From an optimization exercise on the open Yosys and OpenROAD flow, aimed at small area and a short achievable clock period; shortcuts taken in it are not production practice.
Function was checked by simulation only, so behaviour that the tests miss may differ from the original.

## flow/design.v (module list and top-level ports; edited modules follow where they fit)
// module HA: 6 lines
// module COS_LUT: 269 lines
// module FA: 6 lines
// module fft_butterfly: 2276 lines
module fft_butterfly(clk, rst, in_valid, k,
                     ar, ai, br, bi,
                     out_valid, y0r, y0i, y1r, y1i);
  // ...
==> flow/flow/run.sh <==
#!/bin/bash
# Layout flow: the standard ORFS flow (standard.sh, unchanged synthesis),
# with the port buffers made of sky130_fd_sc_hd__buf_2 cells instead of the
# delay-buffer cells buffer_ports picks by default. Every input and output
# port still gets its own buffer. Each tool's output goes to flow.log here;
# ORFS keeps its per-step logs under orfs/logs/.
set -euo pipefail
cd "$(dirname "$0")/.."
bash standard.sh "BUFFER_PORTS_ARGS=-buffer_cell sky130_fd_sc_hd__buf_2" finish > flow.log 2>&1
==> flow/standard.sh <==
#!/bin/bash
# synth_recipe.tcl (not shown) runs the flow's synth.tcl, then flattens the netlist and writes it again
# the make line also repeats each setting of config.mk as NAME=value (left out here)
make -C /OpenROAD-flow-scripts/flow DESIGN_CONFIG=/design/flow/config.mk WORK_HOME=/design/flow/orfs CLKGATE_MAP_FILE= SYNTH_SCRIPT=/design/flow/synth_recipe.tcl "${@:-finish}"
==> flow/config.mk <==
export PLATFORM = sky130hd
export DESIGN_NAME = fft_butterfly
export DESIGN_NICKNAME = fft_butterfly
export VERILOG_FILES = /design/flow/design.v
export SDC_FILE = /design/flow/constraint.sdc
export NUM_CORES = 4
export LEC_CHECK = 0
export ABC_AREA = 1
export CAP_MARGIN = 20
export CORE_MARGIN = 2
export CORE_UTILIZATION = 40
export PLACE_DENSITY = 0.6
export SLEW_MARGIN = 20
export SYNTH_HIERARCHICAL = 1
export SYNTH_MEMORY_MAX_BITS = 32768
==> flow/constraint.sdc <==
create_clock -name core_clock -period 10.0 [get_ports {clk}]
set_input_delay 2.0000 -clock core_clock [delete_from_list [all_inputs] [get_ports {clk}]]
set_output_delay 2.0000 -clock core_clock [all_outputs]
set_load 0.01 [all_outputs]
==> results_dict.tcl, run 1 <==
set metrics [dict create \
    num-nonclk-inverters 303 \
    vias 28000 \
    hold_start "q1_ai_2" \
    period_minus_slack_ns 4.10 \
    outcome "complete, no violations" \
    synth_mux_area_share_pct 0 \
    maxCapViolations 0 \
    synth_simple_gate_area_share_pct 12.1 \
    min_to "q2_ai_2" \
    endpoint "q3_n1272" \
    wl_met2_mm 46.1 \
    rr_endpoint "q3_n1272" \
    reg2reg_slack_ns 5.90 \
    core_um2 86900 \
    drt-vias-per-instance 5.54 \
    clkbuf_count 63 \
    dpl.cell_count 4960 \
    design_area_um2 38300 \
    die_h_um 300 \
    ys.flop_type "dfxtp_1" \
    seq_area_frac_synth_pct 25.5 \
    required_ns 10.50 \
    die_w_um 300 \
    grt_overflow 0 \
    rsz0062_at_grt "no" \
    n_all_buffers 200 \
    die-area_um2 90100 \
    synth_top_family_by_area "adder cells" \
    fill_cells 8473 \
    final.setup.worst_slack_ns 5.90 \
    htree_levels 2 \
    yosysTopAreaCell "dfxtp_1" \
    cp-start-kind "register" \
    path_max_fanout 24 \
    synth_fa_ha_area_share_pct 30.3 \
    grtUsageMet2_pct 36.0 \
    postRouteAntennaNets 0 \
]
==> inputs of run 2 (changes only) <==
==> flow/run.sh (new file) <==
#!/bin/bash
# synth_recipe.tcl (not shown) runs the flow's synth.tcl, then flattens the netlist and writes it again
# the make line also repeats each setting of config.mk as NAME=value (left out here)
make -C /OpenROAD-flow-scripts/flow DESIGN_CONFIG=/design/flow/config.mk WORK_HOME=/design/flow/orfs CLKGATE_MAP_FILE= SYNTH_SCRIPT=/design/flow/synth_recipe.tcl finish
--- a/flow/config.mk
+++ b/flow/config.mk
@@ -8,3 +8,3 @@
 export ABC_AREA = 1
-export CAP_MARGIN = 20
+export CAP_MARGIN = 50
 export CORE_MARGIN = 2
@@ -12,3 +12,3 @@
 export PLACE_DENSITY = 0.6
-export SLEW_MARGIN = 20
+export SLEW_MARGIN = 70
 export SYNTH_HIERARCHICAL = 1
removed: flow/flow/run.sh
removed: flow/standard.sh
==> results_dict.tcl, run 2 <==
set metrics [dict create \
    outcome "complete, no violations" \
    synthTopCellsByCount "nand2_1 (563), xor2_1 (489), dfxtp_1 (447), fa_1 (436), o22ai_1 (408)" \
    first_global_vias 28600 \
    vias 28400 \
    cts_resized 0 \
    synth_mux_area_share_pct 0 \
    path_max_fanout 17 \
    synth-edff-count 0 \
    synth-compound-area-share_pct 12.5 \
    cts.sinks 447 \
    cts.root.buffer_cell "clkbuf_16" \
    fin_crit_sh_pct 40.1 \
    yosysTopAreaCell "dfxtp_1" \
    yosysTopAreaCellShare_pct 25.5 \
    grt_pass1_wl_mm 171 \
    antenna_found_initial 2 \
    start_util_pct 40.4 \
    synth-seq-cells 447 \
    fin_nets 4541 \
    layout_commonest_cell "nand2_1" \
    die-area_um2 90100 \
    postRouteAntennaNets 0 \
    cts_tree "done" \
    routabilityCongestion 0.937 \
    synth_fa_ha_area_share_pct 30.3 \
    final.setup.worst_slack_ns 5.99 \
    synth_xor_area_share_pct 13.1 \
    drive_gt1_share_pct 8.41 \
    num_rows 108 \
    io_pins 157 \
    syn_area_um2 35100 \
    first_pass_iters 6 \
    critPathArrivalTime_ns 4.50 \
    timing.fmax_mhz 249 \
    critPathCaptureType "register" \
    ys.flop_type "dfxtp_1" \
    maxCapViolations 0 \
    rsz0062_at_grt "no" \
    setup_violations 0 \
    ys_warn_count 8 \
    avgSynthCellArea_um2 9.12 \
    synth_simple_gate_area_share_pct 12.1 \
    multi_input_area_um2 24000 \
    routedWlPerCell_um 22.0 \
    hold_viol_final 0 \
    cts_hold_buf 0 \
    hold_path.class "register to register" \
    htree_levels 2 \
    drt-vias-per-instance 5.61 \
    drc 0 \
    synth_cells 3847 \
    grtUsageTotal_pct 24.6 \
    postCtsSetupBuffers 0 \
    synth_top_family_by_area "adder cells" \
    core_um2 86900 \
    fin_tns_setup_ns 0 \
    seq_area_um2 9030 \
    grt_max_degree 62 \
    die_h_um 300 \
    synth.most_common_cell "nand2_1" \
    mostFrequentLayoutCells "nand2_1 (559), xor2_1 (488), fa_1 (436)" \
    drt-total-wl_mm 111 \
    cts.path.max_buffers 3 \
    async_flop_share_pct 0 \
    required_ns 10.49 \
    seq_area_frac_synth_pct 25.5 \
    port_buffers 156 \
    cts.clk_slew.worst_paths_ns 0.06 \
    synthTopCellsByArea "dfxtp_1 (25%), fa_1 (25%), xor2_1 (12%)" \
    die_w_um 300 \
    syn_to_final_growth_pct 13.2 \
    synth_cell_types 50 \
    cts_buffers 50 \
    final.setup_skew_ns 0.0551 \
    maxSlewViolCount 0 \
    period_minus_slack_ns 4.01 \
    antenna_cells 0 \
    drt-initial-drc-count 3177 \
    critical_path_class "register to register" \
    top_regs "y0i x18, y0r x18" \
    fill_cells 8414 \
    dp_hpwl_mm 80.7 \
    preCtsSetupSlack_ns 6.25 \
    grt_overflow 0 \
    clock_latency_ns 0.65 \
    cp-start-kind "register" \
]
==> run 2: cell counts after synthesis <==
Identical to the previous run, type by type.
==> run 2: modules after synthesis, one instance, submodules excluded <==
| module | flops+latches | cells |
|---|---|---|
| HA | 0 | 1 |
| fft_butterfly | 447 | 2511 |
| COS_LUT | 0 | 926 |
| FA | 0 | 1 |
==> run 2: cell families (layout without fill, tap and decap cells) <==
group | Yosys count | count (layout)
simple gates | 1001 | 1001
flops | 447 | 447
fa+ha+maj | 587 | 587
buf+inv | 553 | 608
compound gates | 734 | 734
other cells | 1 | 10
xor+xnor | 524 | 524
==> run 2: metal layers <==
layer	GRT usage, %	wire length, um	part of all wire, %
met1	33.7	46000	41
met2	37.2	48800	44
met3	6.70	12400	11
met4	8.79	4200	3.8
met5	0	0	0
==> run 2: final timing paths <==
path         startpoint       end  slack (ns)  depth (start not counted)
max            q2_br_17  q3_n1316        5.99                          8
min             q1_ar_9   q2_ar_9        0.32                          0
max reg2reg    q2_br_17  q3_n1316        5.99                          8
min reg2reg     q1_ar_9   q2_ar_9        0.32                          0
==> run 2: metrics by stage <==
step	std cells	util [%]	hold slack (ns)	area, um2
floorplan	3856	-	0.310	35100
global placement	4960	43.0	0.311	37300
detailed placement	4970	43.5	0.312	37800
CTS	5063	45.6	0.315	39600
global route	5066	45.7	0.328	39700
finish	5066	45.7	0.321	39700
==> run 2: critical path, cell delays in order (launching register included) <==
cell      delay, ns
dfxtp_1        0.52
clkinv_2       0.41
o22ai_1        0.31
xor2_1         0.24
fa_1           0.48
fa_1           0.52
fa_1           0.43
fa_1           0.54
fa_1           0.40
==> run 2: final cells by class <==
cell class | instances | share of cell area (%)
tap | 1155 | 3.64
sequential | 447 | 22.7
inverter | 303 | 3.11
clock inverter | 35 | 1.35
timing repair buffer | 212 | 5.45
multi-input combinational | 2856 | 60.3
clock buffer | 58 | 3.38
==> inputs of run 3 (changes only) <==
--- a/flow/config.mk
+++ b/flow/config.mk
@@ -8,3 +8,3 @@
 export ABC_AREA = 1
-export CAP_MARGIN = 50
+export CAP_MARGIN = 20
 export CORE_MARGIN = 2
@@ -12,3 +12,3 @@
 export PLACE_DENSITY = 0.6
-export SLEW_MARGIN = 70
+export SLEW_MARGIN = 20
 export SYNTH_HIERARCHICAL = 1
==> results_dict.tcl, run 3 <==
set metrics [dict create \
    outcome "complete, no violations" \
    period_minus_slack_ns 4.38 \
    clock_latency_ns 0.66 \
    antenna_found_initial 0 \
    ys.flop_type "dfxtp_1" \
    io_pins 157 \
    preCtsSetupSlack_ns 5.88 \
    critical_path_class "register to register" \
    yosysTopAreaCell "dfxtp_1" \
    cts_buffers 51 \
    grtUsageTotal_pct 24.7 \
    vias 28200 \
    synth-edff-count 0 \
    rsz0062_at_grt "no" \
    synthTopCellsByArea "dfxtp_1 (25%), fa_1 (25%), xor2_1 (12%)" \
    drive_gt1_share_pct 5.77 \
    critPathArrivalTime_ns 4.89 \
    num_rows 108 \
    htree_levels 2 \
    syn_area_um2 35100 \
    die_h_um 300 \
    seq_area_frac_synth_pct 25.5 \
    mostFrequentLayoutCells "nand2_1 (563), xor2_1 (489), dfxtp_1 (439)" \
    start_util_pct 40.4 \
    port_buffers 156 \
    antenna_cells 0 \
    final.setup_skew_ns 0.0541 \
    hold_path.class "register to register" \
    multi_input_area_um2 23900 \
    layout_commonest_cell "nand2_1" \
    synth.most_common_cell "nand2_1" \
    cts_hold_buf 0 \
    final.setup.worst_slack_ns 5.62 \
    drt-initial-drc-count 3490 \
    cts.root.buffer_cell "clkbuf_16" \
    synth-seq-cells 447 \
    reg2reg_slack_ns 5.62 \
    first_global_vias 28600 \
    cts.path.max_buffers 3 \
    drt-vias-per-instance 5.58 \
    critPathCaptureType "register" \
    fin_nets 4530 \
    die-area_um2 90100 \
    routedWlPerCell_um 22.1 \
    tightest_slew_ns 1.20 \
    grt_overflow 0 \
    fin_crit_sh_pct 43.8 \
    drc 0 \
    cp-start-kind "register" \
    path_max_fanout 24 \
    required_ns 10.51 \
    whs_ns 0.307 \
    grt_pass1_wl_mm 172 \
    die_w_um 300 \
    fin_tns_setup_ns 0 \
    cts.sinks 447 \
    avgSynthCellArea_um2 9.12 \
    synth_cell_types 50 \
    yosysTopAreaCellShare_pct 25.5 \
    hold_viol_final 0 \
    ys_warn_count 8 \
    routabilityCongestion 0.937 \
    maxSlewViolCount 0 \
    synthTopCellsByCount "nand2_1 (563), xor2_1 (489), dfxtp_1 (447), fa_1 (436), o22ai_1 (408)" \
    postCtsSetupBuffers 0 \
    async_flop_share_pct 0 \
    syn_to_final_growth_pct 11.5 \
    dp_hpwl_mm 79.8 \
    fill_cells 8427 \
    grt_max_degree 62 \
    timing.fmax_mhz 228 \
    top_regs "y0i x18, y0r x18" \
    cts_resized 0 \
    synth_cells 3847 \
    slew-limit-headroom_pct 19.7 \
    setup_violations 0 \
    cts_tree "done" \
    cts.clk_slew.worst_paths_ns 0.06 \
    maxCapViolations 0 \
    postRouteAntennaNets 0 \
    seq_area_um2 8960 \
    first_pass_iters 10 \
    core_um2 86900 \
    drt-total-wl_mm 112 \
]
[run 3: logic make-up (layout without fill, tap and decap cells)]
| kind of cell | count (synthesis) | in the layout | share of synthesized area (%) |
|---|---|---|---|
| AO/OA/AOI/OAI | 734 | 734 | 12.5 |
| XOR/XNOR | 524 | 524 | 13.1 |
| adder cells (fa/ha/maj) | 587 | 587 | 30.3 |
| buffers and inverters | 553 | 598 | 6.51 |
| flip-flops | 447 | 447 | 25.5 |
| other | 1 | 10 | 0.0107 |
| AND/OR/NAND/NOR | 1001 | 1001 | 12.1 |
[run 3: worst paths after layout]
path	startpoint	end	cells past startpoint
min	q1_ai_12	q2_ai_12	0
min reg2reg	q1_ai_12	q2_ai_12	0
max reg2reg	q2_bi_6	q3_n1184	8
max	q2_bi_6	q3_n1184	8
[run 3: final cells by class]
cell class | count | share of cell area, %
Clock inverter | 33 | 1.08
Tap cell | 1155 | 3.69
Multi-Input combinational cell | 2856 | 61.1
Sequential cell | 447 | 22.9
Clock buffer | 62 | 3.44
Timing Repair Buffer | 200 | 4.89
Inverter | 303 | 2.91
[run 3: metal layers]
metal  vias up  global-route usage (%)  part of all wire, %  wire length [um]
li1      12600                       -                    -                 -
met1     13600                    34.2                   41             46300
met2      1711                    37.7                   44             49000
met3       263                    6.45                   12             12900
met4         0                    7.68                  3.1              3490
met5         -                       0                    0                 0
[run 3: Yosys stat by module (local to each module, per instance)]
module,cell area (um2),flops+latches
fft_butterfly,22900,447
COS_LUT,4280,0
FA,20.0,0
HA,12.5,0
[run 3: worst max-delay path, cell delays in order, from the launching register on]
cell and delay [ns]:
dfxtp_1 0.31, clkinv_1 0.85, o22ai_1 0.57, xor2_1 0.25, fa_1 0.48, fa_1 0.40, fa_1 0.45, fa_1 0.53
fa_1 0.41
[run 3: per-stage QoR]
stage	util, %	std cells	area [um2]
detailed placement	43.0	4960	37300
CTS	45.0	5055	39100
global route	45.0	5056	39100
finish	45.0	5056	39100
global placement	43.0	4960	37300
floorplan	-	3856	35100
==> inputs of run 4 (changes only) <==
==> flow/flow/run.sh (new file) <==
#!/bin/bash
# Layout flow: the standard ORFS flow (standard.sh, unchanged synthesis),
# with two changes to how the layout is made:
#  - the port buffers are sky130_fd_sc_hd__buf_2 cells instead of the delay
#    buffers buffer_ports picks by default (every port still gets a buffer);
#  - ORFS's repair_timing steps aim at a setup margin of SETUP_MARGIN ns below
#    the 10 ns clock, so they size up the slowest paths.
# The clock period and constraints are the design's. Each tool's output goes
# to flow.log here; ORFS keeps its per-step logs under orfs/logs/.
set -euo pipefail
cd "$(dirname "$0")/.."
SETUP_MARGIN=$(cat flow/setup_margin.txt)
bash standard.sh "BUFFER_PORTS_ARGS=-buffer_cell sky130_fd_sc_hd__buf_2" \
  "SETUP_SLACK_MARGIN=$SETUP_MARGIN" finish > flow.log 2>&1
==> flow/flow/setup_margin.txt (new file) <==
6.3
==> flow/standard.sh (new file) <==
#!/bin/bash
# synth_recipe.tcl (not shown) runs the flow's synth.tcl, then flattens the netlist and writes it again
# the make line also repeats each setting of config.mk as NAME=value (left out here)
make -C /OpenROAD-flow-scripts/flow DESIGN_CONFIG=/design/flow/config.mk WORK_HOME=/design/flow/orfs CLKGATE_MAP_FILE= SYNTH_SCRIPT=/design/flow/synth_recipe.tcl "${@:-finish}"
--- a/flow/config.mk
+++ b/flow/config.mk
@@ -8,3 +8,3 @@
 export ABC_AREA = 1
-export CAP_MARGIN = 20
+export CAP_MARGIN = 50
 export CORE_MARGIN = 2
@@ -12,3 +12,3 @@
 export PLACE_DENSITY = 0.6
-export SLEW_MARGIN = 20
+export SLEW_MARGIN = 70
 export SYNTH_HIERARCHICAL = 1
removed: flow/run.sh
==> results_dict.tcl, run 4 <==
set metrics [dict create \
    synth_cells 3847 \
    ys_warn_count 8 \
    synth_mux_area_share_pct 0 \
    cts.sinks 447 \
    start_util_pct 40.4 \
    grt_overflow 0 \
    postCtsSetupBuffers 0 \
    syn_to_final_growth_pct 10.5 \
    r2r-start "q2_n983" \
    grtUsageTotal_pct 23.5 \
    synth.most_common_cell "nand2_1" \
    grt_max_degree 66 \
    antenna_cells 0 \
    path_delay_family "adder cells" \
    critical_path_class "register to register" \
    path_max_fanout 24 \
    cp_cell_sequence "buf_8 > buf_12 > inv_1 > xor2_2 > fa_1 > fa_1 > fa_1 > fa_1 > fa_1" \
    vias 28000 \
    synthTopCellsByCount "nand2_1 (563), xor2_1 (489), dfxtp_1 (447), fa_1 (436), o22ai_1 (408)" \
    grt_pass1_wl_mm 165 \
    cts_tree "done" \
    maxCapViolations 0 \
    synth-seq-cells 447 \
    cts.root.buffer_cell "clkbuf_16" \
    synth_cell_types 50 \
    avgSynthCellArea_um2 9.12 \
    yosysTopAreaCellShare_pct 25.5 \
    die_h_um 300 \
    first_global_vias 28100 \
    whs_ns 0.324 \
    critPathArrivalTime_ns 4.09 \
    preCtsSetupSlack_ns 6.26 \
    yosysTopAreaCell "dfxtp_1" \
    async_flop_share_pct 0 \
    cpPeakStageDelay_ns 0.50 \
    io_pins 157 \
    port_buffers 156 \
    cts.path.max_buffers 3 \
    synth_top_family_by_area "adder cells" \
    top_regs "y0i x18, y0r x18" \
    worstSetupStartpoint "q2_n983" \
    synthTopCellsByArea "dfxtp_1 (25%), fa_1 (25%), xor2_1 (12%)" \
    fin_crit_sh_pct 36.0 \
    die_w_um 300 \
    hold_viol_final 0 \
    cp-start-kind "register" \
    antenna_found_initial 0 \
    required_ns 10.49 \
    drc 0 \
    hold_start "q2_ai_1" \
    synth_fa_ha_area_share_pct 30.3 \
    ys.flop_type "dfxtp_1" \
    timing.fmax_mhz 278 \
    layout_commonest_cell "nand2_1" \
    dp_hpwl_mm 78.2 \
    final.setup_skew_ns 0.0301 \
    cts_buffers 50 \
    fin_util_pct 44.6 \
    path_buf_inv 3 \
    core_um2 86900 \
    die-area_um2 90100 \
    fin_nets 4539 \
    synth-compound-area-share_pct 12.5 \
    setup_violations 0 \
    first_pass_iters 9 \
    synth_xor_area_share_pct 13.1 \
    design_area_um2 38800 \
    drt-vias-per-instance 5.54 \
    clock_latency_ns 0.64 \
    num_rows 108 \
    hold_path.class "register to register" \
    htree_levels 2 \
    mostFrequentLayoutCells "nand2_1 (559), xor2_1 (488), fa_1 (436)" \
    slew-limit-headroom_pct 66.6 \
    synth-edff-count 0 \
    seq_area_frac_synth_pct 25.5 \
    routedWlPerCell_um 20.9 \
    rsz0062_at_grt "no" \
    drive_gt1_share_pct 12.1 \
    cpMostUsedCell "fa_1" \
    maxSlewViolCount 0 \
    critPathCaptureType "register" \
    place_area_um2 36900 \
    drt-initial-drc-count 3338 \
    routabilityCongestion 0.959 \
    period_minus_slack_ns 3.60 \
    slowest_stage "fa_1" \
    fin_tns_setup_ns 0 \
    cts.clk_slew.worst_paths_ns 0.06 \
    drt-total-wl_mm 106 \
    tightest_slew_ns 0.496 \
    synth_simple_gate_area_share_pct 12.1 \
    outcome "complete, no violations" \
    final.setup.worst_slack_ns 6.40 \
    syn_area_um2 35100 \
    postRouteAntennaNets 0 \
]
run 4: modules after synthesis (local to each module, per instance):
module / copies in the design / flops+latches / cells inside / area [um2]
fft_butterfly: 1 / 447 / 2511 / 22900
COS_LUT: 1 / 0 / 926 / 4280
FA: 366 / 0 / 1 / 20.0
HA: 44 / 0 / 1 / 12.5
run 4: path summary, 6_finish.rpt:
path | endpoint | slack (ns) | depth (start not counted)
setup / recovery | q3_n453 | 6.40 | 9
setup reg to reg | q3_n453 | 6.40 | 9
hold reg to reg | q3_ai_1 | 0.32 | 0
hold / removal | q3_ai_1 | 0.32 | 0
run 4: routing by layer:
layer	vias to the layer above	part of all wire [%]	track usage [%]
met4	0	3.3	8.21
met1	13500	42	32.3
met5	-	0	0
met2	1594	44	36.5
met3	243	10	4.97
li1	12700	-	-
run 4: kinds of logic after synthesis:
| logic type | Yosys count |
|---|---|
| adders and majority gates | 587 |
| and+or+nand+nor | 1001 |
| xor gates and xnor gates | 524 |
| AOI/OAI and AO/OA | 734 |
| other | 1 |
| buffers and inverters | 553 |
| DFF | 447 |
run 4: area by class of cell:
cell class,count,area (um2)
tap,1155,1450
inverter,303,1260
timing repair buffer,210,1380
clock inverter,23,339
fill,8426,48100
multi-input combinational,2856,23900
sequential,447,9020
clock buffer,68,1390
run 4: metrics by stage:
| stage | std cells |
|---|---|
| 2_1_floorplan | 3856 |
| 3_3_place_gp | 4960 |
| 3_5_place_dp | 4968 |
| 4_1_cts | 5059 |
| 5_1_grt | 5062 |
| 6_report | 5062 |
run 4: worst reg2reg max path: stages (launching register included):
cell	delay (ns)
dfxtp_2	0.33
buf_8	0.22
buf_12	0.27
inv_1	0.13
xor2_2	0.28
fa_1	0.47
fa_1	0.43
fa_1	0.50
fa_1	0.40
fa_1	0.43
run 4: timing repair:
item,CTS,global route
pin swaps,0,1
setup endpoints to repair,9,51
hold buffers,0,0
resized for setup,2,22

## what the ideal ports hide
How much do the figures lean on ideal ports? The routed layouts below were timed once more, with nothing changed but the port constraints. Step 1: set_driving_cell puts a clkbuf_16 on clk and a buf_2 on each other input, an assumption about the parent block. Step 2, shift: input delay + t, output delay - t, t = (earliest + latest rising clock arrival at the registers) / 2. This alone moves slack from input paths to output paths. Slacks: no drivers / after step 1 / after step 2; pairs: no drivers / after step 1.
run	t, ns	setup slack, ns	worst setup path after step 2	worst register clock-pin slew, ns	worst slew at a driven data input, ns
run 1	0.694	5.898 / 5.898 / 5.898	register to register	0.06 / 0.06	0.06
run 2	0.685	5.992 / 5.992 / 5.992	register to register	0.08 / 0.08	0.07
run 3	0.699	5.622 / 5.622 / 5.622	register to register	0.08 / 0.08	0.06
run 4	0.692	6.399 / 6.399 / 6.399	register to register	0.06 / 0.06	0.06
After both steps every run listed still meets setup and hold.
